What follows belongs to an exercise in optimizing a design on an open flow for a short achievable clock period and few clock cycles; a production flow would make more cautious choices. Where RTL was checked, it was by simulation tests only, not by an equivalence proof against the original. Function not checked in runs 1 and 4: the RTL went through the layout flow alone. No activity file was given, so power comes from the tool's default toggle rates.

File: config.mk
export PLATFORM = sky130hd
export DESIGN_NAME = cpu
export DESIGN_NICKNAME = cpu
export VERILOG_FILES = /design/flow/design.v
export SDC_FILE = /design/flow/constraint.sdc
export NUM_CORES = 4
export LEC_CHECK = 0
export CAP_MARGIN = 20
export CORE_MARGIN = 2
export CORE_UTILIZATION = 40
export SETUP_SLACK_MARGIN = 2.0
export SLEW_MARGIN = 20
File: constraint.sdc
create_clock -name core_clock -period 4.0 [get_ports {CLOCK}]
set_input_delay 0.8000 -clock core_clock [delete_from_list [all_inputs] [get_ports {CLOCK}]]
set_output_delay 0.8000 -clock core_clock [all_outputs]
set_load 0.01 [all_outputs]
File: design.v
module cpu (
    input  logic       CLOCK
  , input  logic       RESET
  , input  logic [7:0] read_bus
  , output logic [3:0] ctrl_bus
  , output logic [7:0] addr_bus
  , output logic [7:0] write_bus
  , output logic [7:0] OUT
);
  localparam int U_NB0 = 0, U_NB1 = 1, U_NB2 = 2, U_JMP = 3, U_JCC = 4, U_ADD = 5,
                 U_CMP = 6, U_PUSH = 7, U_POP = 8, U_ALU = 9, U_Z = 10, U_HLT = 11,
                 U_R1 = 12, U_R2 = 13, U_W = 14, U_WIMM = 15, U_DSTA = 16, U_DSTSP = 17,
                 U_YA = 18, U_YSP = 19, U_YIMM = 20, U_XA = 21, U_XSP = 22, U_R1S0 = 23,
                 U_R1S1 = 24, U_R2S0 = 25, U_R2S1 = 26, U_HSB = 27, U_W_ = 28;
  function automatic logic [U_W_-1:0] pdec(input logic [7:0] o);
    logic mac, add, cmp, push, pop, jmp, jcc, nop, hlt, hs, hd;
    logic [2:0] sm, dm;
    logic [U_W_-1:0] u;
    mac  = ~(o[7] & o[6]);
    add  = o[7:6] == 2'b01;
    cmp  = o[7:6] == 2'b10;
    push = o[7:3] == 5'b11000;
    pop  = o[7:3] == 5'b11001;
    jmp  = o == 8'b11010000;
    jcc  = o[7:4] == 4'b1110;
    nop  = o == 8'b11111110;
    hlt  = o[7:6] == 2'b11 & ~(push | pop | jmp | jcc | nop);
    sm   = o[2:0];
    dm   = pop ? o[2:0] : o[5:3];
    hs   = (mac | push) & sm[1];
    hd   = (mac | pop) & (dm[1:0] == 2'b10);
    u = '0;
    u[U_NB2]   = hs & hd;
    u[U_NB1]   = jmp | jcc | hs | hd;
    u[U_NB0]   = 1'b0;
    u[U_JMP]   = jmp;
    u[U_JCC]   = jcc;
    u[U_ADD]   = add;
    u[U_CMP]   = cmp;
    u[U_PUSH]  = push;
    u[U_POP]   = pop;
    u[U_ALU]   = mac | push | pop;
    u[U_Z]     = jmp | jcc | nop | hlt;
    u[U_HLT]   = hlt;
    u[U_R1]    = ((mac | push) & (sm[1:0] == 2'b01 | sm[1:0] == 2'b10)) | pop;
    u[U_R2]    = (add | cmp) & (dm[1:0] == 2'b01 | dm[1:0] == 2'b10);
    u[U_W]     = hd | ((mac | pop) & dm == 3'b101) | push;
    u[U_WIMM]  = hd;
    u[U_DSTA]  = (mac | pop) & dm == 3'b000;
    u[U_DSTSP] = (mac | pop) & dm == 3'b100;
    u[U_YA]    = sm == 3'b000;
    u[U_YSP]   = sm == 3'b100;
    u[U_YIMM]  = sm[1:0] == 2'b11;
    u[U_XA]    = dm == 3'b000;
    u[U_XSP]   = dm == 3'b100;
    u[U_R1S0]  = ~pop & (sm[1:0] != 2'b10) & sm[2];
    u[U_R1S1]  = ~pop & (sm[1:0] == 2'b10);
    u[U_R2S0]  = (dm[1:0] != 2'b10) & dm[2];
    u[U_R2S1]  = dm[1:0] == 2'b10;
    if (pop) u[U_R1S0] = 1'b1;
    u[U_HSB]   = hs;
    pdec = u;
  endfunction
  logic [7:0] a, sp, last;
  logic       fc, fz, fs, fo, fu;
  logic [7:0] addr_q, wd_q;
  logic       wr_q;
  logic [7:0] fp;                   
  logic       fpx;
  logic [7:0] ra;                   
  logic [4:0] hb, hbm1, hbp1, hbp2;  
  logic [7:0]      b_d [0:3];
  logic [7:0]      b_a [0:3];
  logic [U_W_-1:0] b_u [0:3];
  logic [3:0]      rp, wp;          
  logic [3:0]      s0, s1, s2;      
  logic            s0r, s1r, s2r;   
  logic [3:0]      qt;              
  logic            pv;              
  logic            rv;              
  logic            ph;              
  localparam logic [1:0] X_EX = 2'd0, X_A1 = 2'd1, X_A2 = 2'd2, X_A3 = 2'd3;
  logic       xv;
  logic [1:0] xs;
  logic       p_add, p_cmp, p_push, p_pop, p_alu, p_z, p_jcc;
  logic       p_r1, p_r2, p_w, p_wimm, p_dsta, p_dstsp;
  logic       p_ya, p_ysp, p_yimm, p_xa, p_xsp;
  logic [1:0] p_r1s, p_r2s;         
  logic [7:0] p_sb, p_db, p_oa;     
  logic [3:0] p_cc;
  logic       p_off;                
  logic       sx_a, sx_sp, sx_rb;   
  logic [4:0] syp, syn;             
  logic [7:0] i_y;
  assign addr_bus  = addr_q;
  assign write_bus = wd_q;
  assign ctrl_bus  = {2'b00, wr_q, 1'b0};
  assign OUT       = a;
  function automatic logic [7:0] inc8(input logic [7:0] x);
    logic [7:0] c;
    c[0] = 1'b1;
    c[1] = x[0];
    c[2] = &x[1:0];
    c[3] = &x[2:0];
    c[4] = &x[3:0];
    c[5] = &x[4:0];
    c[6] = &x[5:0];
    c[7] = &x[6:0];
    inc8 = x ^ c;
  endfunction
  function automatic logic [7:0] dec8(input logic [7:0] x);
    logic [7:0] b;
    b[0] = 1'b1;
    b[1] = ~x[0];
    b[2] = ~|x[1:0];
    b[3] = ~|x[2:0];
    b[4] = ~|x[3:0];
    b[5] = ~|x[4:0];
    b[6] = ~|x[5:0];
    b[7] = ~|x[6:0];
    dec8 = x ^ b;
  endfunction
  function automatic logic [8:0] add8(input logic [7:0] x, input logic [7:0] y, input logic ci);
    logic [7:0] g, p, t;
    logic [8:0] c;
    g = x & y; p = x | y; t = x ^ y;
    c[0] = ci;
    c[1] = g[0] | p[0] & ci;
    c[2] = g[1] | p[1] & g[0] | p[1] & p[0] & ci;
    c[3] = g[2] | p[2] & g[1] | p[2] & p[1] & g[0] | p[2] & p[1] & p[0] & ci;
    c[4] = g[3] | p[3] & g[2] | p[3] & p[2] & g[1] | p[3] & p[2] & p[1] & g[0]
         | p[3] & p[2] & p[1] & p[0] & ci;
    for (int i = 5; i <= 8; i++) begin
      logic gg, pp;
      gg = g[i-1]; pp = p[i-1];
      for (int j = i - 2; j >= 4; j--) begin
        gg = gg | pp & g[j];
        pp = pp & p[j];
      end
      c[i] = gg | pp & c[4];
    end
    add8 = {c[8], t ^ c[7:0]};
  endfunction
  function automatic logic [3:0] rot(input logic [3:0] x, input int n);
    logic [7:0] d;
    d = {x, x} << n;
    rot = d[7:4];
  endfunction
  logic [U_W_-1:0] rb_u;
  assign rb_u = pdec(read_bus);
  logic [7:0]      vq0, vq1, vq2, va0, va1;
  logic [U_W_-1:0] vu0;
  always_comb begin
    vq0 = {8{s0r}} & read_bus;
    vq1 = {8{s1r}} & read_bus;
    vq2 = {8{s2r}} & read_bus;
    va0 = {8{s0r}} & ra;
    va1 = {8{s1r}} & ra;
    vu0 = {U_W_{s0r}} & rb_u;
    for (int k = 0; k < 4; k++) begin
      vq0 = vq0 | ({8{s0[k]}} & b_d[k]);
      vq1 = vq1 | ({8{s1[k]}} & b_d[k]);
      vq2 = vq2 | ({8{s2[k]}} & b_d[k]);
      va0 = va0 | ({8{s0[k]}} & b_a[k]);
      va1 = va1 | ({8{s1[k]}} & b_a[k]);
      vu0 = vu0 | ({U_W_{s0[k]}} & b_u[k]);
    end
  end
  logic av1, av2, av3, av4;         
  assign av1 = qt[0] | rv;
  assign av2 = qt[1] | (qt[0] & rv);
  assign av3 = qt[2] | (qt[1] & rv);
  assign av4 = qt[3] | (qt[2] & rv);
  logic [7:0] fa, hd;
  assign fa = fpx ? fp : inc8(fp);
  assign hd = qt[0] ? va0 : rv ? ra : pv ? addr_q : fa;
  function automatic logic cond(input logic [3:0] cc, input logic c, input logic z,
                                input logic s, input logic v);
    logic b;
    case (cc[3:1])
      3'd0: b = v;
      3'd1: b = c;
      3'd2: b = z;
      3'd3: b = c | z;
      3'd4: b = s;
      3'd5: b = 1'b0;
      3'd6: b = s ^ v;
      default: b = z | (s ^ v);
    endcase
    cond = (cc[3:1] == 3'd5) | (b ^ cc[0]);
  endfunction
  logic bytes_ok;
  always_comb begin
    if (ph) bytes_ok = vu0[U_NB2] ? av2 : av1;
    else    bytes_ok = vu0[U_NB2] ? av3 : vu0[U_NB1] ? av2 : av1;
  end
  logic [3:0] cons_h;
  logic n0, n1, n2;                 
  assign n0 = ~vu0[U_NB1];
  assign n1 = vu0[U_NB1] & ~vu0[U_NB2];
  assign n2 = vu0[U_NB2];
  assign cons_h = ph ? {1'b0, n2, n1, n0} : {n2, n1, n0, 1'b0};
  logic [7:0] sb, db;
  always_comb begin
    sb = ph ? vq0 : vq1;
    case ({~ph, vu0[U_HSB]})
      2'b00:   db = vq0;
      2'b01,
      2'b10:   db = vq1;
      default: db = vq2;
    endcase
  end
  logic x_done;
  always_comb begin
    case (xs)
      X_EX:    x_done = xv & ~p_r1 & ~p_r2;
      X_A3:    x_done = 1'b1;
      default: x_done = 1'b0;
    endcase
  end
  logic x_alu;
  assign x_alu = x_done & p_alu;
  logic [7:0] e_x, yy;
  always_comb begin
    e_x = ({8{sx_a}} & a) | ({8{sx_sp}} & sp) | ({8{sx_rb}} & read_bus);
    yy  = ({8{syp[0]}} & a) | ({8{syp[1]}} & sp) | ({8{syp[2]}} & p_sb)
        | ({8{syp[3]}} & read_bus) | ({8{syp[4]}} & i_y)
        | ({8{syn[0]}} & ~a) | ({8{syn[1]}} & ~sp) | ({8{syn[2]}} & ~p_sb)
        | ({8{syn[3]}} & ~read_bus) | ({8{syn[4]}} & ~i_y);
  end
  logic [7:0] sum, res;
  logic       c8, s8;
  logic       n_c, n_z, n_s, n_o, n_u;
  always_comb begin
    {c8, sum} = add8(e_x, yy, p_cmp);
    s8 = e_x[7] ^ yy[7] ^ c8;
    n_c = p_cmp ? (c8 & (yy != 8'hff)) : c8;
    n_z = ((e_x ^ yy) == {(e_x[6:0] | yy[6:0]), p_cmp});
    n_s = sum[7];
    n_o = ~s8 & sum[7];
    n_u = s8 & ~sum[7];
    res = p_add ? sum : p_cmp ? last : yy;
  end
  logic [7:0] sp_inc, sp_dec;
  assign sp_inc = inc8(sp);
  assign sp_dec = dec8(sp);
  logic x_whit;
  always_comb begin
    logic hit_db, hit_sp;
    hit_db = (p_db[7] | (p_db[6] & p_db[5])) & ((p_db[7:3] == hb) | (p_db[7:3] == hbp1));
    hit_sp = (sp[7] | (sp[6] & (sp[5] | sp[4:0] == 5'h1f)))
           & ((sp[7:3] == hbm1) | (sp[7:3] == hb) | (sp[7:3] == hbp1) | (sp[7:3] == hbp2));
    x_whit = p_wimm ? hit_db : hit_sp;
  end
  logic [7:0] x_waddr;
  always_comb begin
    if (p_wimm) x_waddr = p_db;
    else if (p_push) x_waddr = sp_dec;
    else if (p_pop) x_waddr = sp_inc;
    else x_waddr = sp;
  end
  logic       x_rq, x_rqw;
  logic [7:0] x_addr;
  always_comb begin
    x_rq = 1'b0; x_rqw = 1'b0; x_addr = x_waddr;
    if (xv & xs == X_EX & p_r1) begin
      x_rq = 1'b1;
      x_addr = p_r1s == 2'd0 ? a : p_r1s == 2'd1 ? sp : p_sb;
    end else if (xv & xs == X_EX & p_r2) begin
      x_rq = 1'b1;
      x_addr = p_r2s == 2'd0 ? a : p_r2s == 2'd1 ? sp : p_db;
    end else if (xs == X_A1 & p_r1 & p_r2) begin
      x_rq = 1'b1;
      x_addr = p_r2s == 2'd0 ? a : p_r2s == 2'd1 ? sp : p_db;
    end else if (x_done & p_w) begin
      x_rq = 1'b1; x_rqw = 1'b1;
    end
  end
  logic [7:0] x_tgt;
  assign x_tgt = add8(p_oa, p_sb, 1'b1);
  logic xjt, xwh, xfl;
  assign xjt = xv & xs == X_EX & p_jcc & p_off & cond(p_cc, fc, fz, fs, fo);
  assign xwh = x_done & p_w & x_whit;
  assign xfl = xjt | xwh;
  logic x_free, dload, redir;
  assign x_free = ~xv | x_done;
  assign dload  = bytes_ok & x_free & ~xfl;
  assign redir  = xfl;
  logic [3:0] ch;                   
  assign ch = dload ? cons_h : 4'b0001;
  logic [7:0] rd_a;
  assign rd_a = xjt ? x_tgt : hd;
  logic room;
  always_comb begin
    case ({pv, rv})
      2'b00: room = ~qt[3];
      2'b11: room = ~qt[1];
      default: room = ~qt[2];
    endcase
  end
  logic [3:0] qt_n, rp_n;
  always_comb begin
    qt_n = ({4{ch[0]}} & {av4, av3, av2, av1})
         | ({4{ch[1]}} & {1'b0, av4, av3, av2})
         | ({4{ch[2]}} & {2'b00, av4, av3})
         | ({4{ch[3]}} & {3'b000, av4});
    rp_n = ({4{ch[0]}} & rp) | ({4{ch[1]}} & rot(rp, 1))
         | ({4{ch[2]}} & rot(rp, 2)) | ({4{ch[3]}} & rot(rp, 3));
    if (redir) begin
      qt_n = 4'd0;
      rp_n = 4'b0001;
    end
  end
  always_ff @(posedge CLOCK) begin
    logic [4:0] ysel;
    if (RESET) begin
      a <= 8'd0; sp <= 8'h80; last <= 8'd0;
      fc <= 1'b0; fz <= 1'b0; fs <= 1'b0; fo <= 1'b0; fu <= 1'b0;
      addr_q <= 8'd0; wd_q <= 8'd0; wr_q <= 1'b0;
      fp <= 8'd0; fpx <= 1'b0; ra <= 8'd0;
      hb <= 5'd0; hbm1 <= 5'h1f; hbp1 <= 5'd1; hbp2 <= 5'd2;
      rp <= 4'b0001; wp <= 4'b0001;
      s0 <= 4'd0; s1 <= 4'd0; s2 <= 4'd0; s0r <= 1'b1; s1r <= 1'b1; s2r <= 1'b1;
      qt <= 4'd0; pv <= 1'b1; rv <= 1'b0; ph <= 1'b0;
      for (int i = 0; i < 4; i++) begin
        b_d[i] <= 8'd0; b_a[i] <= 8'd0; b_u[i] <= '0;
      end
      xv <= 1'b0; xs <= X_EX;
      p_add <= 1'b0; p_cmp <= 1'b0; p_push <= 1'b0; p_pop <= 1'b0; p_alu <= 1'b0;
      p_z <= 1'b0; p_jcc <= 1'b0;
      p_r1 <= 1'b0; p_r2 <= 1'b0; p_w <= 1'b0; p_wimm <= 1'b0; p_dsta <= 1'b0; p_dstsp <= 1'b0;
      p_ya <= 1'b0; p_ysp <= 1'b0; p_yimm <= 1'b0; p_xa <= 1'b0; p_xsp <= 1'b0;
      sx_a <= 1'b0; sx_sp <= 1'b0; sx_rb <= 1'b0;
      syp <= 5'd0; syn <= 5'd0;
      p_r1s <= 2'd0; p_r2s <= 2'd0;
      p_sb <= 8'd0; p_db <= 8'd0; p_oa <= 8'd0; p_cc <= 4'd0; p_off <= 1'b0;
      i_y <= 8'd0;
    end else begin
      for (int k = 0; k < 4; k++) begin
        if (rv & wp[k]) begin
          b_d[k] <= read_bus; b_a[k] <= ra; b_u[k] <= rb_u;
        end
      end
      qt <= qt_n;
      rp <= rp_n;
      s0 <= {4{qt_n[0]}} & rp_n;
      s1 <= {4{qt_n[1]}} & rot(rp_n, 1);
      s2 <= {4{qt_n[2]}} & rot(rp_n, 2);
      s0r <= ~qt_n[0];
      s1r <= ~qt_n[1];
      s2r <= ~qt_n[2];
      rv <= pv & ~redir;
      ra <= addr_q;
      if (redir) wp <= 4'b0001;
      else if (rv) wp <= rot(wp, 1);
      hb <= hd[7:3];
      hbm1 <= hd[7:3] - 5'd1;
      hbp1 <= hd[7:3] + 5'd1;
      hbp2 <= hd[7:3] + 5'd2;
      if (x_rq) begin
        addr_q <= x_addr;
        wr_q   <= x_rqw;
        if (x_rqw) wd_q <= res;
        pv     <= 1'b0;
        if (redir) begin fp <= rd_a; fpx <= 1'b1; end
      end else if (redir) begin
        addr_q <= rd_a;
        wr_q   <= 1'b0;
        pv     <= 1'b1;
        fp     <= rd_a;
        fpx    <= 1'b0;
      end else if (room) begin
        addr_q <= fa;
        wr_q   <= 1'b0;
        pv     <= 1'b1;
        fp     <= fa;
        fpx    <= 1'b0;
      end else begin
        wr_q   <= 1'b0;
        pv     <= 1'b0;
      end
      if (x_alu) begin
        last <= res;
        if (p_dsta) a <= res;
        if (p_dstsp) sp <= res;
        else if (p_push) sp <= sp_dec;
        else if (p_pop) sp <= sp_inc;
        if (p_add | p_cmp) begin
          fc <= n_c; fz <= n_z; fs <= n_s; fo <= n_o; fu <= n_u;
        end
      end
      if (xv & xs == X_EX & p_z) last <= 8'd0;
      case (xs)
        X_EX: if (xv & (p_r1 | p_r2)) xs <= X_A1;
        X_A1: xs <= (p_r1 & p_r2) ? X_A2 : X_A3;
        X_A2: begin
          i_y <= read_bus;
          xs <= X_A3;
        end
        default: xs <= X_EX;
      endcase
      if ((xs == X_A1 & ~(p_r1 & p_r2)) | xs == X_A2) begin
        sx_rb <= p_r2; sx_a <= ~p_r2 & p_xa; sx_sp <= ~p_r2 & p_xsp;
        ysel = {p_r1 & p_r2, p_r1 & ~p_r2, ~p_r1 & p_yimm, ~p_r1 & p_ysp, ~p_r1 & p_ya};
        syp <= ysel & {5{~p_cmp}};
        syn <= ysel & {5{p_cmp}};
      end
      if (dload) ph <= vu0[U_HLT];
      if (x_free) begin
        xv <= dload;
        p_add <= vu0[U_ADD]; p_cmp <= vu0[U_CMP]; p_push <= vu0[U_PUSH]; p_pop <= vu0[U_POP];
        p_alu <= vu0[U_ALU];
        p_z <= vu0[U_Z];
        p_jcc <= vu0[U_JCC] | vu0[U_JMP];
        p_oa <= ph ? va0 : va1;
        p_r1 <= vu0[U_R1]; p_r2 <= vu0[U_R2]; p_w <= vu0[U_W]; p_wimm <= vu0[U_WIMM];
        p_dsta <= vu0[U_DSTA]; p_dstsp <= vu0[U_DSTSP];
        p_ya <= vu0[U_YA]; p_ysp <= vu0[U_YSP]; p_yimm <= vu0[U_YIMM];
        p_xa <= vu0[U_XA]; p_xsp <= vu0[U_XSP];
        sx_a <= vu0[U_XA]; sx_sp <= vu0[U_XSP]; sx_rb <= 1'b0;
        ysel = {2'b00, vu0[U_YIMM], vu0[U_YSP], vu0[U_YA]};
        syp <= ysel & {5{~vu0[U_CMP]}};
        syn <= ysel & {5{vu0[U_CMP]}};
        p_r1s <= {vu0[U_R1S1], vu0[U_R1S0]};
        p_r2s <= {vu0[U_R2S1], vu0[U_R2S0]};
        p_sb <= sb; p_db <= db;
        p_cc <= vu0[U_JMP] ? 4'b1010 : vq0[3:0];
        p_off <= sb != 8'd0;
      end
    end
  end
endmodule
File: run.sh
#!/bin/bash
# synth_recipe.tcl (not shown) runs the flow's synth.tcl, then flattens the netlist and writes it again
# the make line also repeats each setting of config.mk as NAME=value (left out here)
make -C /OpenROAD-flow-scripts/flow DESIGN_CONFIG=/design/flow/config.mk WORK_HOME=/design/flow/orfs CLKGATE_MAP_FILE= SYNTH_SCRIPT=/design/flow/synth_recipe.tcl finish
==> results of run 1 <==
[repair_timing]
item                                    CTS  global route
endpoints found under the setup margin  253           176
endpoints found under the hold margin     0             0
gates resized for setup                 361           170
hold buffers                              0             0
buffers inserted                        100            46
gates cloned                              2             3
pin swaps                                99            96
[per-layer routing]
metal | vias up | GRT usage (%) | part of all wire, % | wire length (um)
li1 | 8655 | - | - | -
met5 | - | 0 | 0 | 0
met4 | 0 | 9.983 | 3.4 | 2429
met2 | 801 | 44.95 | 47 | 33120
met3 | 171 | 4.355 | 7.7 | 5441
met1 | 9051 | 35.47 | 42 | 29480
[tightest hold or removal path: stages, from the launching register on]
cell     delay (ps)
dfxtp_1         300
nand2_1          50
a21oi_1          50
[final cells by class]
| cell class | count | area (um^2) |
|---|---|---|
| fillers | 4220 | 21720 |
| multi-input cells | 1736 | 12540 |
| flip-flops and latches | 357 | 7276 |
| repair buffers | 274 | 2678 |
| clock buffers | 62 | 1225 |
| well taps | 607 | 759.5 |
| inverters | 80 | 320.3 |
| clock inverters | 11 | 140.1 |
[cells by family (layout without fill, tap and decap cells)]
| group | count (synthesis) | after routing | synth area share [%] |
|---|---|---|---|
| other | 1 | 3 | 0.01983 |
| xor gates and xnor gates | 70 | 70 | 3.242 |
| buffers and inverters | 286 | 427 | 6.060 |
| AOI/OAI and AO/OA | 670 | 670 | 24.19 |
| and+or+nand+nor | 838 | 840 | 19.50 |
| DFF | 357 | 357 | 37.79 |
| adders and majority gates | 65 | 65 | 4.419 |
| muxes | 88 | 88 | 4.783 |
[cell usage in the layout, fill, tap and decap left out, drive strengths merged, types with 46 or more instances in the layout]
cell type  instances
inv               77
nor2             233
clkbuf            66
dfxtp            357
ha                62
nand3             53
xnor2             46
nand2            406
a22oi             86
a222oi            46
buf              253
a21oi            246
mux2i             69
a211oi            78
o21ai             64
[power by group through the flow]
stage / Combinational [W] / Sequential, W / Clock [W]
6_report: 0.00758 / 0.00508 / 0.00383
5_1_grt: 0.00806 / 0.00512 / 0.00403
4_1_cts: 0.00662 / 0.00506 / 0.00388
3_5_place_dp: 0.00544 / 0.00513 / 0
3_3_place_gp: 0.00534 / 0.00512 / 0
2_1_floorplan: 0.00418 / 0.00450 / 0
[stage by stage]
| step | utilization, % | hold WS, ps |
|---|---|---|
| 3_5_place_dp | 44.09 | 443.6 |
| 6_report | 53.45 | 451.6 |
| 4_1_cts | 51.06 | 454.6 |
| 3_3_place_gp | 44.09 | 433.9 |
| 2_1_floorplan | - | 419.7 |
| 5_1_grt | 53.45 | 470.3 |
[Yosys cell counts, drive strengths merged, types with 4 or more instances]
library cell,number
nand2,405
dfxtp,357
a21oi,246
nor2,233
clkbuf,168
a22oi,86
a211oi,78
inv,77
mux2i,69
o21ai,64
ha,62
nand3,53
a222oi,46
xnor2,46
buf,38
a221oi,26
nor2b,26
xor2,24
mux2,19
nor3,17
and2,16
nand4,16
nor3b,14
and3,13
o31ai,13
a31oi,12
a32oi,12
nand2b,10
o22ai,10
o211ai,9
a21o,8
a311oi,8
o21bai,7
or3,7
a22o,6
o2111ai,6
or2,5
nor4,4
o221ai,4
[path summary, 6_finish.rpt]
kind / startpoint / to / slack (ps) / cells past startpoint
worst max register to register: sp[0] / s0[0] / 1090 / 14
worst max-delay path: sp[0] / s0[0] / 1090 / 14
worst min-delay path: b_u[3][13] / b_u[3][13] / 450 / 2
worst min register to register: b_u[3][13] / b_u[3][13] / 450 / 2
[sequential cells by signal (all words and copies together) (netlist names), 5 cells and up]
signal,count
a,8
addr_q,8
b_a,32
b_d,32
b_u,108
fp,8
hbm1,5
hbp2,5
i_y,8
last,8
p_db,8
p_oa,8
p_sb,8
ra,8
sp,8
syn,5
syp,5
wd_q,8
==> flow_results.org, run 1 <==
** Clock network
- At the later pin of the worst-skew pair, clock insertion delay measures slightly below 600 ps.
- CTS placed an instance of clkbuf_16 at the clock tree root.
- H-Tree Level Count :: 2
- The clock passes through at most 3 buffers.
- The clock net in this run drives a total of roughly 360 sinks.
- Clock-pin slew was measured on the worst setup and hold paths at roughly 60 ps.
- Cts bufs inserted :: between 40 and 50
- TritonCTS clock tree :: done

** Critical path
- Crit Path Max Fanout :: 5
- CP dominant cell by count :: ha_4
- Data on the critical path is required at its endpoint by approximately 4500 ps.
- Crit-path cells :: ha_4 > and3_4 > ha_4 > inv_2 > ha_4 > nand2b_4 > a21o_4 > nor3_4 > a221oi_4 > and3_4 > nand2b_4 > a222oi_1 > buf_4 > nor3b_1
- The worst setup path is launched from a flop.
- On the critical path the largest part of the delay comes from compound AO/OA/AOI/OAI gates.
- Data arrives at the worst endpoint at around 3400 ps.
- The slowest stage of the critical path belongs to the cell a221oi_4.
- Nature of the critical path endpoint :: flop
- For this run, the slowest stage of the critical path takes ~470 ps.
- The critical path is of the reg -> reg type.
- Counting both buffers and inverters, the worst setup path holds a total of 2.

** Global routing
- Number of global-route vias before repair :: between 15000 and 20000
- Total Routing Usage GR :: between 20 and 30%
- Leftover overflow at the end of global routing :: 0
- Entering global routing, the biggest net connects ~160 pins.
- The first global-routing pass estimated between 100000 and 150000 um of wire.
- The initial antenna violation count is 0.

** Power
- Share of power burned in registers :: 30.8%
- In this run the power density over the cells is approximately 660 nW/um^2.
- For this design the total switching power over the nets is around 0.0067 W.
- The internal portion of the total power is slightly below 0.01 W.
- Summed over all cells, the static leakage comes to between 9 and 10 nW.
- Of the total power, the clock network draws a little under a quarter.
- The share of total power dissipated in combinational logic is 46.0%.
- Total power for the finished layout comes to approximately 0.016 W.
- IR analysis of the VDD net gives a maximum drop of 0.0003306 V.
- Switching Share :: roughly 41%

** Synth
- Avg Cell Area, Syn :: 7.963 um^2
- The most used flip-flop cell after synthesis is dfxtp_1.
- Ranked by total cell area, the synthesized netlist is headed by dfxtp_1 (38%), nand2_1 (8.0%), a21oi_1 (6.5%).
- Fraction of registers with async set/reset :: 0%
- In this run the cell area of the synthesized design comes to 18910 um^2.
- Post-synthesis register bit count :: approximately 360
- Count of warnings emitted by yosys :: 4
- Number of distinct library cells after synthesis :: 97
- Leading area contributor after synthesis :: dfxtp_1
- Cells after Synth :: about 2400
- Counting flops with a built-in enable in the synthesized netlist gives 0.
- Summing the sequential cell areas from Yosys gives 37.79% of the chip area.
- The share of synthesized area in the top cell type comes to between 30% and 40%.

** Place
- Routability congestion estimate from global placement :: between 0.8 and 0.9
- Summing all placed instances gives a cell area of around 21000 um^2.
- The wire-length estimate of the detail-placed layout is approximately 44000 um.
- Timing analysis after detailed placement gives a worst setup slack of -13.54 ps.
- Port buffering added 34 buffers.
- In this run, placement finished with an instance count of ~2900.

** STA
- At the pin with the least slew margin, the transition time is ~810 ps.
- Setup repair after global routing missed its margin :: yes
- FMAX :: between 0.3 and 0.4 GHz
- The total count of max-transition violations in the final report is 0.
- Setup tns final :: 0 ps
- Min Clock Period, post-route :: a little under 3000 ps
- Between clock sinks in the finished design, the worst skew comes to 27.46 ps.
- The worst pin sits at a relative slew slack of about 46%.
- Number of endpoints with negative hold slack in the final report :: 0
- Worst path setup slack after routing :: between 1000 and 1500 ps
- Period Utilization, post-route :: between 70% and 80%
- Setup violations remaining at the end of the flow were counted as 0.

** Die
- Die outline area :: between 40000 and 50000 um^2
- Core ar. :: ~47000 um^2
- Ports placed on the boundary :: 38
- Initial core utilization :: around two fifths
- Y dimension of the die :: 221.4 um
- The floorplan step set the die width to ~220 um.
- Number of rows in the core area :: between 70 and 80

** Detailed routing
- DRT iter0 DRCs :: 1921
- For this block, the via count after detailed routing is ~19000.
- Dividing the detail-routed via count by the number of cells gives between 5 and 6.
- Post-detailed-route count of antenna-violating nets :: 0
- Post-route DRC :: 0
- Drt wl/cell :: around 23 um
- Total Routed Length :: 70470 um
- Number of iterations in the first detailed-routing pass :: 19

** Job
- Number of max-capacitance violations reported :: 0

** Layout
- The number of antenna diodes in the final layout is 0.
- Cells with a size suffix above 1 make up a little over a quarter of the layout.
- Final standard cell area without fillers :: between 20000 and 25000 um^2
- Compared with the post-synthesis result, the final layout area differs by 31.87%.
- The finished layout holds 3127 standard cells, fillers aside.
- After the last flow step, the layout net total stands at around 2600.

** Hold path
- Class of the worst hold path :: reg -> reg

** Outcome
- Result of the run :: no timing/DRC/antenna violations
==> inputs of run 2 (changes only) <==
--- a/design.v
+++ b/design.v
@@ -68,7 +68,7 @@
   logic [7:0] fp;                   
   logic       fpx;
   logic [7:0] ra;                   
-  logic [4:0] hb, hbm1, hbp1, hbp2;  
+  logic       sir;                  
   logic [7:0]      b_d [0:3];
   logic [7:0]      b_a [0:3];
   logic [U_W_-1:0] b_u [0:3];
@@ -245,13 +245,7 @@
   assign sp_inc = inc8(sp);
   assign sp_dec = dec8(sp);
   logic x_whit;
-  always_comb begin
-    logic hit_db, hit_sp;
-    hit_db = (p_db[7] | (p_db[6] & p_db[5])) & ((p_db[7:3] == hb) | (p_db[7:3] == hbp1));
-    hit_sp = (sp[7] | (sp[6] & (sp[5] | sp[4:0] == 5'h1f)))
-           & ((sp[7:3] == hbm1) | (sp[7:3] == hb) | (sp[7:3] == hbp1) | (sp[7:3] == hbp2));
-    x_whit = p_wimm ? hit_db : hit_sp;
-  end
+  assign x_whit = sir;
   logic [7:0] x_waddr;
   always_comb begin
     if (p_wimm) x_waddr = p_db;
@@ -318,7 +312,7 @@
       fc <= 1'b0; fz <= 1'b0; fs <= 1'b0; fo <= 1'b0; fu <= 1'b0;
       addr_q <= 8'd0; wd_q <= 8'd0; wr_q <= 1'b0;
       fp <= 8'd0; fpx <= 1'b0; ra <= 8'd0;
-      hb <= 5'd0; hbm1 <= 5'h1f; hbp1 <= 5'd1; hbp2 <= 5'd2;
+      sir <= 1'b0;
       rp <= 4'b0001; wp <= 4'b0001;
       s0 <= 4'd0; s1 <= 4'd0; s2 <= 4'd0; s0r <= 1'b1; s1r <= 1'b1; s2r <= 1'b1;
       qt <= 4'd0; pv <= 1'b1; rv <= 1'b0; ph <= 1'b0;
@@ -353,10 +347,7 @@
       ra <= addr_q;
       if (redir) wp <= 4'b0001;
       else if (rv) wp <= rot(wp, 1);
-      hb <= hd[7:3];
-      hbm1 <= hd[7:3] - 5'd1;
-      hbp1 <= hd[7:3] + 5'd1;
-      hbp2 <= hd[7:3] + 5'd2;
+      sir <= hd >= 8'h59;
       if (x_rq) begin
         addr_q <= x_addr;
         wr_q   <= x_rqw;
==> run 2 against run 1 <==
Clock-buffer cell count shrank 4. Setup slack improved by 17 ps. Cell count fell by 0.96%. Combinational power decreased by 2%. Sequential power is 8.3% lower. Die area fell by 4.6%. Total power is 4.4% lower. Core utilization is 3.4 points higher. Routed wire length fell by 0.98%. Largest power group unchanged.
==> flow_results.org, run 2 <==
** Outcome
- Result of the run :: no timing/DRC/antenna violations

** Synth
- The number of distinct library cells after synthesis came to 93 (-4.1%).
- Yosys top cell area share :: 37.76% (about the same)
- The count of warnings emitted by yosys is 4 (unchanged).
- Top post-synthesis cells by area :: dfxtp_1 (38%), nand2_1 (7.9%), a21oi_1 (6.9%)
- Most common cell in the netlist :: nand2_1
- Ys flop type :: dfxtp_1
- The synthesized flop and latch total was 340 (-4.8%).
- Sorting the synthesized cells by how often they occur yields nand2_1 (379), dfxtp_1 (340), a21oi_1 (248), nor2_1 (244), clkbuf_1 (176).
- The share of flip-flops with an asynchronous set or reset after synthesis came to 0% (unchanged).
- The mean area per synthesized cell is 7.861 um^2 (-1.3%).
- Cells after Synth :: 2293 (-3.5%)
- The biggest area contributor in the post-synthesis netlist is dfxtp_1.
- EDFF count, synth :: 0 (unchanged)
- The share of synthesized area occupied by flip-flops and latches came to 37.76% (about the same).
- Area of the mapped netlist :: 18030 um^2 (-4.7%)

** Critical path
- The largest fanout of any net on the critical path came to 2 (-3).
- Delay of the slowest cell on the worst path :: 190 ps (-280 ps)
- The depth of the critical timing path with buffers and inverters included came to 21 (+7).
- Termination of the worst setup path :: fc
- The number of cells on the worst reg-to-reg path came to 19 (+5).
- Slowest stage cell, crit path :: mux2_4
- The critical path is of the in -> reg type.
- Crit path buf inv count :: 14 (+12)
- Data arrival time of the worst path :: 3310 ps (-60 ps)
- The endpoint identified for the worst register-to-register timing path is fc.
- The data required time of the critical path is 4420 ps (-40 ps).
- Startpoint type of the worst setup path :: input port
- Traced cell by cell, the critical path runs through buf_12 > mux2_4 > a211oi_2 > nand4_1 > inv_2 > buf_4 > buf_4 > buf_4 > buf_4 > buf_4 > buf_4 > buf_4 > buf_4 > buf_4 > buf_4 > buf_4 > buf_4 > nor4_4 > a41oi_2 > o31ai_1 > a21oi_1.
- STA classifies the critical path endpoint as a flop.
- In this run the critical register-to-register path is launched from syn[0].
- Cell family with most CP delay :: buffers and inverters
- CP dominant cell by count :: buf_4
- Setup crit start :: read_bus[0]
- The minimum setup slack among reg-to-reg paths was 1120 ps (+30 ps).

** Layout
- Diodes inserted :: 0 (unchanged)
- The largest registers in the layout are b_u (108), b_a (32), b_d (32).
- The finished layout cell area came to 25190 um^2 (+1.0%).
- More flip-flops sit in one register than any other, and that register is b_u.
- Relative to the synthesized area, the layout overhead comes to 39.73%.
- Leaving out fill and tap cells, the most frequent cell in the layout is nand2_1.
- Count of nets after finishing :: 2544 (-0.82%)
- Commonest non-fill, non-tap cells in the layout :: nand2_1 (360), dfxtp_1 (280), nor2_1 (214)
- The post-layout instance count excluding filler cells came to 3097 (-0.96%).
- Layout cell share with drive strength beyond 1 :: 34.05% (+6.7 points)
- Sequential standard cell area :: 6967 um^2 (-4.2%)
- Area of combinational cells with multiple inputs :: 12490 um^2 (-0.44%)
- The number of fill cells is 3839 (-9.0%).
- The flip-flop count of the largest register, all copies and words added was 108 (unchanged).

** Detailed routing
- Routed metal-1 wire length :: 29010 um (-1.6%)
- Total Routed Length :: 69780 um (-0.98%)
- The total met3 wirelength after detailed routing was 6296 um (+16%).
- Via density per instance :: 6.063 (+1.5%)
- Number of iterations in the first detailed-routing pass :: 8 (-11)
- Overall via count from detail_route :: 18780 (+0.54%)
- Post-detailed-route count of antenna-violating nets :: 0 (unchanged)
- Post-route DRC :: 0 (unchanged)
- The average wire length per cell after detail routing came to 22.53 um (about the same).
- DRT iter0 DRCs :: 2791 (+45%)
- The total met2 wirelength after detailed routing was 31700 um (-4.3%).
- After detailed routing, no signal wire sits above met4.

** STA
- The post-route fraction of the period consumed by the critical path came to 72.27% (-0.43 points).
- Worst setup skew after layout :: 14.73 ps (-12.73 ps)
- Number of setup violations in the final report :: 0 (unchanged)
- Worst path setup slack after routing :: 1109 ps (+17.22 ps)
- Min Clock Period, post-route :: 2891 ps (-17.22 ps)
- Setup repair after global routing could not meet its margin everywhere.
- The total count of max-transition violations in the final report was 0 (unchanged).
- The worst relative slew slack came to 27.84% (-18 points).
- FMAX :: 0.3459 GHz (+0.60%)
- The final hold violation count was 0 (unchanged).
- The actual slew at the worst max-slew pin is 1082 ps (+268.5 ps).

** Power
- Cell-internal power :: 0.009484 W (-3.2%)
- LEAKAGE :: 9.459 nW (+3.1%)
- The clock network power share was 23.5% (+0.3 points).
- Portion of total power attributed to combinational logic :: 46.9% (+0.9 points)
- Worst VDD drop :: 0.0003350 V (+1.3%)
- The share of power burned in registers is 29.5% (-1.3 points).
- Switching Share :: 39.90% (-0.71 points)
- Cell area power density :: 626.4 nW/um^2 (-5.3%)
- The total net switching power is 0.006295 W (-6.0%).

** Die
- The area of the core region is 44320 um^2 (-5.0%).
- The initial standard-cell utilization of the core is 40.67% (+0.14 points).
- Horizontal extent of the die :: 216.3 um (-2.3%)
- The I/O pin total came to 38 (unchanged).
- The height of the chip is 216.3 um (-2.3%).
- The floorplan die area was 46780 um^2 (-4.6%).
- Number of rows in the core area :: 77 (-2.5%)

** Global routing
- Number of antenna violations at the first check in global routing :: 0 (unchanged)
- The maximum number of pins on one net before global-route repair was 190 (+17%).
- Total Routing Usage GR :: 28.15% (+1.1 points)
- Number of global-route vias before repair :: 17370 (-1.9%)
- The total overflow reported by the global router came to 0 (unchanged).
- The first-pass GRT wire length is 103600 um (-1.1%).

** Job
- Number of max-capacitance violations reported :: 0 (unchanged)

** Clock network
- Clock latency on the worst-skew pair :: 580 ps (about the same)
- The depth of the CTS H-tree was 2 (unchanged).
- Post-CTS clock slew at the launch and capture registers of the worst setup and hold paths :: 60 ps (about the same)
- Hold-fix buffers at CTS :: 0 (unchanged)
- Cts bufs inserted :: 40 (-2.4%)
- Total clock sinks :: 340 (-4.8%)
- The root buffer cell chosen for the clock tree is clkbuf_16.
- TritonCTS built the clock tree.
- The clock tree buffer depth was 3 (unchanged).

** Place
- The minimum setup slack after placement is -112.4 ps (-98.87 ps).
- HPWL after DPL :: 41790 um (-5.0%)
- The number of cells after detailed placement is 2799 (-3.6%).
- The placed standard-cell area is 19390 um^2 (-5.7%).
- The placer congestion estimate was 0.9007 (+0.57%).
- Buffers added on ports :: 34 (unchanged)

** Hold path
- Class of the worst hold path :: reg -> reg
==> run 2: cell count changes after synthesis, sizes merged, moves of 8 or more <==
| cell | delta |
|---|---|
| nand2 | -24 |
| nor3 | +28 |
| dfxtp | -17 |
| clkbuf | +11 |
| a211oi | -10 |
| mux2i | +8 |
| xnor2 | -32 |
| nor2 | +13 |
| buf | -9 |
| nand3 | -15 |
| o31ai | -9 |
==> run 2: timing repair <==
action / CTS / global route
setup buffers: 134 / 78
pin swaps: 126 / 130
resized for setup: 515 / 245
cloned: 7 / 6
setup endpoints to repair: 270 / 234
==> run 2: power by group through the flow <==
stage,clock network (W),registers [W],logic [W]
after global placement,0,0.00459,0.00451
after detailed placement,0,0.00460,0.00457
final,0.00371,0.00466,0.00741
after floorplan,0,0.00411,0.00342
after global routing,0.00389,0.00470,0.00782
after CTS,0.00374,0.00457,0.00611
==> run 2: how the worst min path moves through the flow <==
stage                    start         end  slack (ps)  cells past startpoint
floorplan           b_u[3][26]  b_u[3][26]         440                      2
global placement    b_u[3][24]  b_u[3][24]         440                      2
detailed placement  b_u[1][22]  b_u[1][22]         450                      2
CTS                      p_xsp       p_xsp         450                      2
global route        b_u[1][22]  b_u[1][22]         470                      2
finish              b_u[1][22]  b_u[1][22]         450                      2
==> run 2: cell type report <==
type	count	area share, %
multi-input combinational	1676	49.57
sequential	340	27.66
timing repair buffer	342	13.43
clock buffer	58	4.684
tap	592	2.941
inverter	74	1.167
clock inverter	15	0.5464
==> run 2: metrics by stage <==
step                      setup TNS, ps  power, W  utilization, %  hold slack (ps)
after global routing                  0   0.01641           56.84            471.0
after detailed placement          -1024  0.009172           43.75            446.6
after global placement           -246.3  0.009092           43.75            440.9
after floorplan                       0  0.007529               -            435.7
final                                 0   0.01578           56.84            450.4
after CTS                             0   0.01443           52.86            450.3
==> run 2: cells by family after synthesis <==
family          synth area share [%]
fa+ha+maj                      4.290
simple gates                   20.12
xor+xnor                       1.603
buf+inv                        6.094
other cells                  0.02080
mux                            5.171
compound gates                 24.94
flops                          37.76
==> run 2: layer usage <==
metal | global-route usage (%) | vias to the layer above
met5 | 0 | -
li1 | - | 8522
met4 | 9.932 | 0
met1 | 38.06 | 9096
met2 | 44.98 | 948
met3 | 5.151 | 212
==> run 2: worst register-to-register path: cells and delay by family (launching register included) <==
family	cells	cell delay (ps)
flip-flops	1	430
buffers and inverters	13	1540
multiplexers	1	100
AND/OR/NAND/NOR	2	280
AO/OA/AOI/OAI	3	370
Testbench counts of run 2, summed over its fixed seeds: cycles 22,767.
==> inputs of run 3 (changes only) <==
--- a/config.mk
+++ b/config.mk
@@ -7,6 +7,7 @@
 export LEC_CHECK = 0
 export CAP_MARGIN = 20
 export CORE_MARGIN = 2
-export CORE_UTILIZATION = 40
+export CORE_UTILIZATION = 25
+export PLACE_DENSITY = 0.5
 export SETUP_SLACK_MARGIN = 2.0
 export SLEW_MARGIN = 20
==> run 3 against run 2 <==
Still clean on timing, DRC and antenna. Cell count grew 9.8%. Routed wire length increased by 5.3%. Fmax decreased by 2.1%. Global-route usage shrank 9.4 points. Sequential share of layout area decreased by 0.095 points. Critical path depth decreased by 4. Clock power down 2%. Total power fell by 2.2%. Critical endpoint is now wd_q[4]. Largest cell class unchanged.
==> flow_results.org, run 3 <==
** Layout
- The share of layout cells above drive strength 1 was 31.57% (-2.5 points).
- The finished layout cell area was 25130 um^2 (-0.25%).
- The largest registers in the layout are b_u (108), b_a (32), b_d (32).
- Number of inserted filler cells in the final layout :: 7261 (+89%)
- Finished Core Util :: 35.15% (-22 points)
- The library cells used most frequently in the layout, excluding fill and tap cells, are nand2_1 (360), dfxtp_1 (281), nor2_1 (215).
- The flip-flop count of the largest register, all copies and words added came to 108 (unchanged).
- Compared with the post-synthesis result, the final layout area differs by 39.38%.
- More flip-flops sit in one register than any other, and that register is b_u.
- Leaving out fill and tap cells, the most frequent cell in the layout is nand2_1.
- The antenna diode count is 0 (unchanged).
- The final net count is 2497 (-1.8%).

** Global routing
- Pin count of the biggest net entering global routing :: 121 (-36%)
- The overall fraction of global-route tracks in use came to 18.71% (-9.4 points).
- Number of global-route vias before repair :: 17350 (-0.13%)
- Number of antenna violations at the first check in global routing :: 1 (+1)
- Leftover overflow at the end of global routing :: 0 (unchanged)
- First-pass GRT wire length :: 108000 um (+4.2%)

** Synth
- Post-synthesis register bit count :: 340 (unchanged)
- By area the synthesized netlist is led by dfxtp_1 (38%), nand2_1 (7.9%), a21oi_1 (6.9%).
- The instance count of the mapped netlist was 2293 (unchanged).
- Count of warnings emitted by yosys :: 4 (unchanged)
- Avg Cell Area, Syn :: 7.861 um^2 (unchanged)
- The share of synthesized area occupied by flip-flops and latches was 37.76% (unchanged).
- Ys flop type :: dfxtp_1
- The share of the synthesized area in the top cell type came to 37.76% (unchanged).
- Cell types with the highest counts after synthesis :: nand2_1 (379), dfxtp_1 (340), a21oi_1 (248), nor2_1 (244), clkbuf_1 (176)
- Leading area contributor after synthesis :: dfxtp_1
- The share of flip-flops with an asynchronous set or reset after synthesis is 0% (unchanged).
- The number of distinct library cells after synthesis was 93 (unchanged).
- Area of the mapped netlist :: 18030 um^2 (unchanged)
- Among all cell types in the netlist, the one instantiated most often is nand2_1.
- The number of flops mapped to enable cells by yosys is 0 (unchanged).

** Place
- The placed standard-cell area is 19930 um^2 (+2.8%).
- The half-perimeter wire length after detailed placement came to 45940 um (+9.9%).
- Routability congestion estimate from global placement :: 0.8604 (-4.5%)
- The total of buffers placed on input and output ports came to 34 (unchanged).
- The minimum setup slack after placement is -115.3 ps (-2.851 ps).

** Clock network
- The cell sitting at the root of the clock tree is a clkbuf_16.
- Post-CTS clock slew at the launch and capture registers of the worst setup and hold paths :: 60 ps (about the same)
- H-Tree Level Count :: 2 (unchanged)
- The count of clock tree sinks is 340 (unchanged).
- Clock latency on the worst-skew pair :: 600 ps (+20 ps)
- TritonCTS clock tree :: done
- The clock tree buffer depth was 3 (unchanged).
- Cts bufs inserted :: 40 (unchanged)

** Detailed routing
- Post-detailed-route count of antenna-violating nets :: 0 (unchanged)
- The DRC marker count from the first detailed-route iteration is 2058 (-26%).
- Overall via count from detail_route :: 18260 (-2.8%)
- The detailed-route DRC error count came to 0 (unchanged).
- Via density per instance :: 5.368 (-11%)
- Drt wl/cell :: 21.60 um (-4.1%)
- The wire length reported by the detailed router is 73470 um (+5.3%).
- The length of the first detailed-routing pass in iterations came to 8 (unchanged).

** Hold path
- Class of the worst hold path :: reg -> reg

** STA
- Setup repair after global routing missed its margin :: yes
- FMAX :: 0.3386 GHz (-2.1%)
- Number of setup violations in the final report :: 0 (unchanged)
- Period Utilization, post-route :: 73.83% (+1.6 points)
- Max-slew headroom at the worst pin :: 36.77% (+8.9 points)
- Worst setup skew after layout :: 36.86 ps (+22.13 ps)
- Worst path setup slack after routing :: 1047 ps (-62.65 ps)
- The final hold violation count is 0 (unchanged).
- Max Transition Viols Final :: 0 (unchanged)
- Worst-Margin Slew :: 947.2 ps (-135.3 ps)
- Min Clock Period, post-route :: 2953 ps (+62.65 ps)

** Die
- The floorplan die area came to 74270 um^2 (+59%).
- The die width came to 272.5 um (+26%).
- The number of cell rows is 98 (+27%).
- Initial core utilization :: 25.22% (-15 points)
- Y dimension of the die :: 272.5 um (+26%)
- Core ar. :: 71490 um^2 (+61%)
- The I/O pin total came to 38 (unchanged).

** Critical path
- Crit Path Max Fanout :: 3 (+1)
- Startpoint type of the worst setup path :: input port
- The data required time of the critical path was 4480 ps (+60 ps).
- The critical path is of the in -> reg type.
- STA classifies the critical path endpoint as a flop.
- Reg-to-reg setup timing slack :: 1110 ps (about the same)
- The data arrival time of the critical path was 3430 ps (+120 ps).

** Power
- Cell area power density :: 614.3 nW/um^2 (-1.9%)
- Power after layout :: 0.01543 W (-2.2%)
- The maximum ir drop on the vdd rail is 0.0003163 V (-5.6%).
- The leakage power summed over all cells came to 9.111 nW (-3.7%).

** Job
- Number of max-capacitance violations reported :: 0 (unchanged)

** Outcome
- The run finished with no timing, DRC or antenna violations.
==> run 3: cell count changes in the layout (fill, tap and decap cells not counted), moves of 8 or more <==
cell,change
a211oi_1,+10
nand3_1,+9
dfxtp_4,-16
dfxtp_2,+15
o21ai_2,+8
nor3_4,+8
a211oi_2,-14
buf_4,-31
buf_6,-26
clkdlybuf4s15_2,+8
a21oi_2,-13
a21oi_1,+13
==> run 3: area by class of cell <==
cell class | count | area [um^2] | area share (%)
inverter | 74 | 285.3 | 1.135
timing repair buffer | 294 | 3022 | 12.03
clock buffer | 59 | 1172 | 4.666
tap | 950 | 1189 | 4.731
multi-input combinational | 1677 | 12420 | 49.42
sequential | 340 | 6925 | 27.56
clock inverter | 8 | 116.4 | 0.4631
==> run 3: layer usage <==
layer  wire length [um]  vias up  GRT usage, %
met5                  0        -             0
met1              32920     9010         25.72
met3               4858      147         2.662
met2              33620      684         30.15
met4               2079        0         5.957
li1                   -     8420             -
==> run 3: logic make-up after synthesis <==
group / after synthesis / share of synthesized area [%]
XOR/XNOR: 33 / 1.603
flip-flops: 340 / 37.76
other: 1 / 0.02080
adder cells (fa/ha/maj): 60 / 4.290
AND/OR/NAND/NOR: 828 / 20.12
buffers and inverters: 282 / 6.094
AO/OA/AOI/OAI: 658 / 24.94
multiplexers: 91 / 5.171
==> run 3: timing repair <==
action,CTS,global route
pin swaps,106,112
gates cloned,4,5
gates resized for setup,438,242
setup buffers,107,55
hold buffers,0,0
setup endpoints to repair,306,201
hold endpoints to repair,0,0
==> run 3: final timing paths <==
check	cells past startpoint	endpoint	startpoint
worst max-delay path	17	wd_q[4]	read_bus[0]
worst min-delay path	2	b_u[3][26]	b_u[3][26]
worst max register to register	16	sp[6]	syp[3]
worst min register to register	2	b_u[3][26]	b_u[3][26]
==> run 3: metrics by stage <==
stage / setup TNS, ps / hold slack [ps] / instances
final: 0 / 453.2 / 3402
after CTS: 0 / 453.7 / 3342
after detailed placement: -821.5 / 446.3 / 3164
after floorplan: 0 / 435.7 / 2295
after global placement: -537.5 / 441.6 / 3164
after global routing: 0 / 472.7 / 3402
==> run 3: worst max-delay path, stage by stage <==
cell and delay (ps):
buf_6 90, buf_8 130, mux2_4 290, a211oi_2 200, nand4_1 160, buf_4 190
ha_4 160, inv_4 50, a21oi_4 60, o21bai_4 140, a21oi_2 90, nor2_2 100
fa_2 450, nand2_2 80, o21ai_2 70, buf_6 150, a211oi_2 200
==> run 3: power by group <==
group | switching [W] | internal (W) | total (W)
logic | 0.00394 | 0.00326 | 0.00719
registers | 0.000786 | 0.00382 | 0.00461
clock network | 0.00153 | 0.00210 | 0.00363
total | 0.00625 | 0.00918 | 0.0154
==> inputs of run 4 (changes only) <==
--- a/design.v
+++ b/design.v
@@ -151,12 +151,12 @@
   logic [7:0]      vq0, vq1, vq2, va0, va1;
   logic [U_W_-1:0] vu0;
   always_comb begin
-    vq0 = {8{s0r}} & read_bus;
+    vq0 = 8'd0;
     vq1 = {8{s1r}} & read_bus;
     vq2 = {8{s2r}} & read_bus;
-    va0 = {8{s0r}} & ra;
+    va0 = 8'd0;
     va1 = {8{s1r}} & ra;
-    vu0 = {U_W_{s0r}} & rb_u;
+    vu0 = '0;
     for (int k = 0; k < 4; k++) begin
       vq0 = vq0 | ({8{s0[k]}} & b_d[k]);
       vq1 = vq1 | ({8{s1[k]}} & b_d[k]);
@@ -191,8 +191,8 @@
   endfunction
   logic bytes_ok;
   always_comb begin
-    if (ph) bytes_ok = vu0[U_NB2] ? av2 : av1;
-    else    bytes_ok = vu0[U_NB2] ? av3 : vu0[U_NB1] ? av2 : av1;
+    if (ph) bytes_ok = qt[0] & (vu0[U_NB2] ? av2 : av1);
+    else    bytes_ok = qt[0] & (vu0[U_NB2] ? av3 : vu0[U_NB1] ? av2 : av1);
   end
   logic [3:0] cons_h;
   logic n0, n1, n2;                 
@@ -279,9 +279,19 @@
   logic x_free, dload, redir;
   assign x_free = ~xv | x_done;
   assign dload  = bytes_ok & x_free & ~xfl;
-  assign redir  = xfl;
+  assign redir  = (xjt & ~jskip) | xwh;
+  logic out2, out3, out4, jskip;
+  assign out2 = qt[1] | (qt[0] & (rv | pv)) | (rv & pv);
+  assign out3 = qt[2] | (qt[1] & (rv | pv)) | (qt[0] & rv & pv);
+  assign out4 = qt[3] | (qt[2] & (rv | pv)) | (qt[1] & rv & pv);
+  assign jskip = (p_sb[7:2] == 6'd0)
+               & ((p_sb[1:0] == 2'd1 & out2) | (p_sb[1:0] == 2'd2 & out3) | (p_sb[1:0] == 2'd3 & out4));
   logic [3:0] ch;                   
-  assign ch = dload ? cons_h : 4'b0001;
+  always_comb begin
+    if (dload) ch = cons_h;
+    else if (xjt & jskip) ch = {p_sb[1:0] == 2'd3, p_sb[1:0] == 2'd2, p_sb[1:0] == 2'd1, 1'b0};
+    else ch = 4'b0001;
+  end
   logic [7:0] rd_a;
   assign rd_a = xjt ? x_tgt : hd;
   logic room;
--- a/config.mk
+++ b/config.mk
@@ -7,7 +7,6 @@
 export LEC_CHECK = 0
 export CAP_MARGIN = 20
 export CORE_MARGIN = 2
-export CORE_UTILIZATION = 25
-export PLACE_DENSITY = 0.5
+export CORE_UTILIZATION = 40
 export SETUP_SLACK_MARGIN = 2.0
 export SLEW_MARGIN = 20
==> run 4 against run 3 <==
Still clean on timing, DRC and antenna. Clock-buffer cell count down 6. Non-clock buffer count up 8. Cell count down 12%. Combinational power down 59%. Routed wire length down 8.4%. Sequential power down 15%. Clock power up 1%. Worst hold slack better by 0.79 ps. Global-route usage up 10 points. Register-to-register slack about the same. First-iteration DRC count down 13%. Critical path type is now reg -> reg. Highest routed layer unchanged.
==> flow_results.org, run 4 <==
** STA
- Worst setup skew after layout :: 17.50 ps (-19.36 ps)
- The fmax is 0.3443 GHz (+1.7%).
- The final hold violation count was 0 (unchanged).
- The clock period minus final worst setup slack came to 2905 ps (-48.51 ps).
- Max Transition Viols Final :: 0 (unchanged)
- Max-slew headroom at the worst pin :: 37.38% (+0.61 points)
- The post-route fraction of the period consumed by the critical path was 72.62% (-1.2 points).
- Setup tns final :: 0 ps (unchanged)
- Worst-Margin Slew :: 938.1 ps (-9.157 ps)
- Number of setup violations in the final report :: 0 (unchanged)
- Setup repair after global routing could not meet its margin everywhere.
- The setup slack of the critical path after layout is 1095 ps (+48.51 ps).

** Die
- The I/O pin total was 38 (unchanged).
- Core ar. :: 43170 um^2 (-40%)
- Die outline area :: 45600 um^2 (-39%)
- Y dimension of the die :: 213.6 um (-22%)
- The initial standard-cell utilization of the core was 40.69% (+15 points).
- Horizontal extent of the die :: 213.6 um (-22%)
- The number of cell rows is 76 (-22%).

** Global routing
- The maximum number of pins on one net before global-route repair was 127 (+5.0%).
- The initial antenna violation count is 0 (-1).
- Number of global-route vias before repair :: 17350 (+0.017%)
- Leftover overflow at the end of global routing :: 0 (unchanged)
- The first-pass GRT wire length came to 101600 um (-6.0%).
- Total Routing Usage GR :: 28.84% (+10 points)

** Synth
- The count of warnings emitted by yosys came to 4 (unchanged).
- In the synthesized netlist, the cells that appear most often are nand2_1 (364), dfxtp_1 (339), nor2_1 (251), a21oi_1 (247), clkbuf_1 (167).
- In the post-synthesis netlist, the cell with the most instances is nand2_1.
- The share of flip-flops with an asynchronous set or reset after synthesis is 0% (unchanged).
- The share of the synthesized area in the top cell type was 38.64% (+0.88 points).
- The number of flops mapped to enable cells by yosys came to 0 (unchanged).
- Sorting the synthesized cells by area gives the leading types as dfxtp_1 (39%), nand2_1 (7.8%), a21oi_1 (7.0%).
- The synthesized flop and latch total came to 339 (-0.29%).
- The instance count of the mapped netlist came to 2235 (-2.5%).
- Sequential-to-total area share from yosys stat :: 38.64% (+0.88 points)
- The mean area per synthesized cell is 7.859 um^2 (about the same).
- The synthesized design spends more area on one cell type than any other, namely dfxtp_1.
- The synthesized area was 17560 um^2 (-2.6%).
- The number of distinct library cells after synthesis came to 84 (-9.7%).
- Among all flip-flop cells after synthesis, the most frequent one is dfxtp_1.

** Detailed routing
- DRT iter0 DRCs :: 1783 (-13%)
- The length of the first detailed-routing pass in iterations is 8 (unchanged).
- Post-detailed-route count of antenna-violating nets :: 0 (unchanged)
- The mean number of vias per cell came to 5.985 (+12%).
- Total Routed Length :: 67280 um (-8.4%)
- Post-route DRC :: 0 (unchanged)
- Overall via count from detail_route :: 17980 (-1.5%)
- The average wire length per cell after detail routing came to 22.40 um (+3.7%).

** Clock network
- Clock latency on the worst-skew pair :: 550 ps (-50 ps)
- The cell sitting at the root of the clock tree is a clkbuf_16.
- The clock-pin slew on the worst setup and hold paths is 60 ps (about the same).
- The count of clock tree sinks is 339 (-0.29%).
- The depth of the CTS H-tree came to 2 (unchanged).
- TritonCTS clock tree :: done
- The clock tree buffer depth is 3 (unchanged).
- Cts bufs inserted :: 38 (-5.0%)
- The number of buffers inserted for hold repair after clock tree synthesis is 0 (unchanged).

** Critical path
- Nature of the critical path endpoint :: flop
- The most critical setup path has its startpoint at p_sb[0].
- Critical register-to-register path startpoint :: p_sb[0]
- Startpoint type of the worst setup path :: flop
- Data arrival time of the worst path :: 3360 ps (-70 ps)
- The critical path in this run is classified as reg -> reg.
- Crit Path Max Fanout :: 3 (unchanged)
- Critical path data required time :: 4460 ps (-20 ps)

** Power
- The clock network power share came to 35.0% (+12 points).
- Cell area power density :: 433.7 nW/um^2 (-29%)
- The share of power burned in registers was 37.1% (+7.3 points).
- The switching share of power is 32.56% (-8.0 points).
- LEAKAGE :: 8.917 nW (-2.1%)
- The total net switching power is 0.003420 W (-45%).
- The internal power was 0.007083 W (-23%).
- Portion of total power attributed to combinational logic :: 27.8% (-19 points)
- Worst VDD drop :: 0.0002868 V (-9.4%)

** Layout
- The library cells used most frequently in the layout, excluding fill and tap cells, are nand2_1 (347), dfxtp_1 (271), nor2_1 (221).
- Biggest registers after layout :: b_u (108), b_a (32), b_d (32)
- Diodes inserted :: 0 (unchanged)
- Finished Core Util :: 56.10% (+21 points)
- The library cell used most frequently in the layout, excluding fill and tap cells, is nand2_1.
- The flip-flop count of the largest register, all copies and words added is 108 (unchanged).
- The final net count is 2457 (-1.6%).
- Layout cell share with drive strength beyond 1 :: 30.84% (-0.73 points)
- Register containing the most flip-flops in the final layout :: b_u
- The area growth from synthesis to layout is 37.89%.

** Place
- Routability congestion estimate from global placement :: 0.9030 (+5.0%)
- Worst slack after detailed placement :: 136.3 ps (+251.6 ps)
- Buffers added on ports :: 34 (unchanged)
- HPWL after DPL :: 39310 um (-14%)

** Outcome
- Result of the run :: no timing/DRC/antenna violations

** Job
- Number of max-capacitance violations reported :: 0 (unchanged)

** Hold path
- The min-delay analysis places its worst path in the category reg -> reg.
- Hold path start :: b_u[3][18]
-- run 4: cell count changes after synthesis, sizes merged, moves of 7 or more --
cell / delta
a222oi: -19
a22oi: +19
nand3: +10
o21ai: -25
o221ai: -7
and3: -9
nand2: -17
a311oi: +11
clkbuf: -12
a221oi: +11
a22o: +10
o2111ai: -7
-- run 4: path summary, 6_finish.rpt --
path                            slack, ps  depth (start not counted)    endpoint
worst max register to register       1100                         15       sp[4]
worst min register to register        450                          2  b_u[3][18]
worst min-delay path                  450                          2  b_u[3][18]
worst max-delay path                 1100                         15       sp[4]
-- run 4: area by class of cell --
| class | count | area, um^2 |
|---|---|---|
| inverters | 71 | 305.3 |
| clock buffers | 53 | 1119 |
| flip-flops and latches | 339 | 6952 |
| repair buffers | 302 | 3127 |
| fillers | 3744 | 18950 |
| multi-input cells | 1637 | 11780 |
| clock inverters | 17 | 202.7 |
| well taps | 585 | 732.0 |
-- run 4: through the flow --
stage          hold slack [ps]  instance area [um^2]  power (W)  std cells
3_5_place_dp             446.7                 18850   0.005735       2712
2_1_floorplan            431.7                 18490   0.005190       2237
3_3_place_gp             441.4                 18850   0.005702       2712
4_1_cts                  454.6                 23280    0.01021       2959
6_report                 454.0                 24220    0.01050       3004
5_1_grt                  471.5                 24220    0.01085       3004
-- run 4: what timing repair did --
action	in CTS	in global routing
pin swaps	154	81
buffers inserted	163	45
endpoints found under the setup margin	255	191
gates cloned	14	0
resized for setup	488	152
-- run 4: power by group through the flow --
stage,combinational (W),sequential [W],clock [W]
after global routing,0.00310,0.00391,0.00384
after global placement,0.00178,0.00392,0
after floorplan,0.00143,0.00376,0
final,0.00292,0.00390,0.00368
after CTS,0.00263,0.00388,0.00371
after detailed placement,0.00180,0.00393,0
-- run 4: cells by family after synthesis --
group	after synthesis	share of synthesized area, %
buffers and inverters	263	5.820
and+or+nand+nor	817	20.07
adders and majority gates	58	4.260
DFF	339	38.64
other	1	0.02135
AOI/OAI and AO/OA	631	24.16
muxes	90	5.236
xor gates and xnor gates	36	1.795
-- run 4: critical path, cell delays in order, from the launching register on --
cell,delay (ps)
dfxtp_4,390
mux2i_1,210
nand2_1,70
or3_4,400
ha_4,170
nor2_1,80
o21ai_1,90
o211ai_1,160
a21oi_1,110
nor2_1,150
fa_1,440
nand2_2,100
o21ai_4,70
nor2_1,90
a21oi_1,50
a211oi_1,220
-- run 4: metal layers --
metal | share of wire (%) | global-route usage, % | wire length (um) | vias up
met5 | 0 | 0 | 0 | -
met4 | 5.2 | 15.30 | 3520 | 0
met3 | 8.6 | 5.419 | 5811 | 209
met2 | 46 | 46.52 | 30630 | 824
met1 | 41 | 36.64 | 27320 | 8687
li1 | - | - | - | 8260

## re-timing with driven ports
Ports are ideal in the flow. The routed layouts listed here were re-timed in OpenROAD.
Step 1: set_driving_cell puts a clkbuf_16 on CLOCK and a buf_2 on each other input, an assumption about the parent block.
Step 2, shift: input delay + t, output delay - t, t = (earliest + latest rising clock arrival at the registers) / 2. This alone moves slack from input paths to output paths.
Three values: no drivers, after step 1, after step 2; two values: the first two.
| run | t, ns | setup slack, ns | worst setup path at the end |
|---|---|---|---|
| run 1 | 0.633 | 1.092 / 1.092 / 0.517 | input to register |
| run 2 | 0.633 | 1.109 / 1.117 / 0.487 | input to register |
| run 3 | 0.641 | 1.047 / 1.079 / 0.437 | input to register |
| run 4 | 0.601 | 1.095 / 1.095 / 0.586 | input to register |
After both steps every run listed still meets setup and hold. For run 2, which loses most, drivers alone change the setup slack by +0.008 ns; drivers and shift together by -0.622 ns.
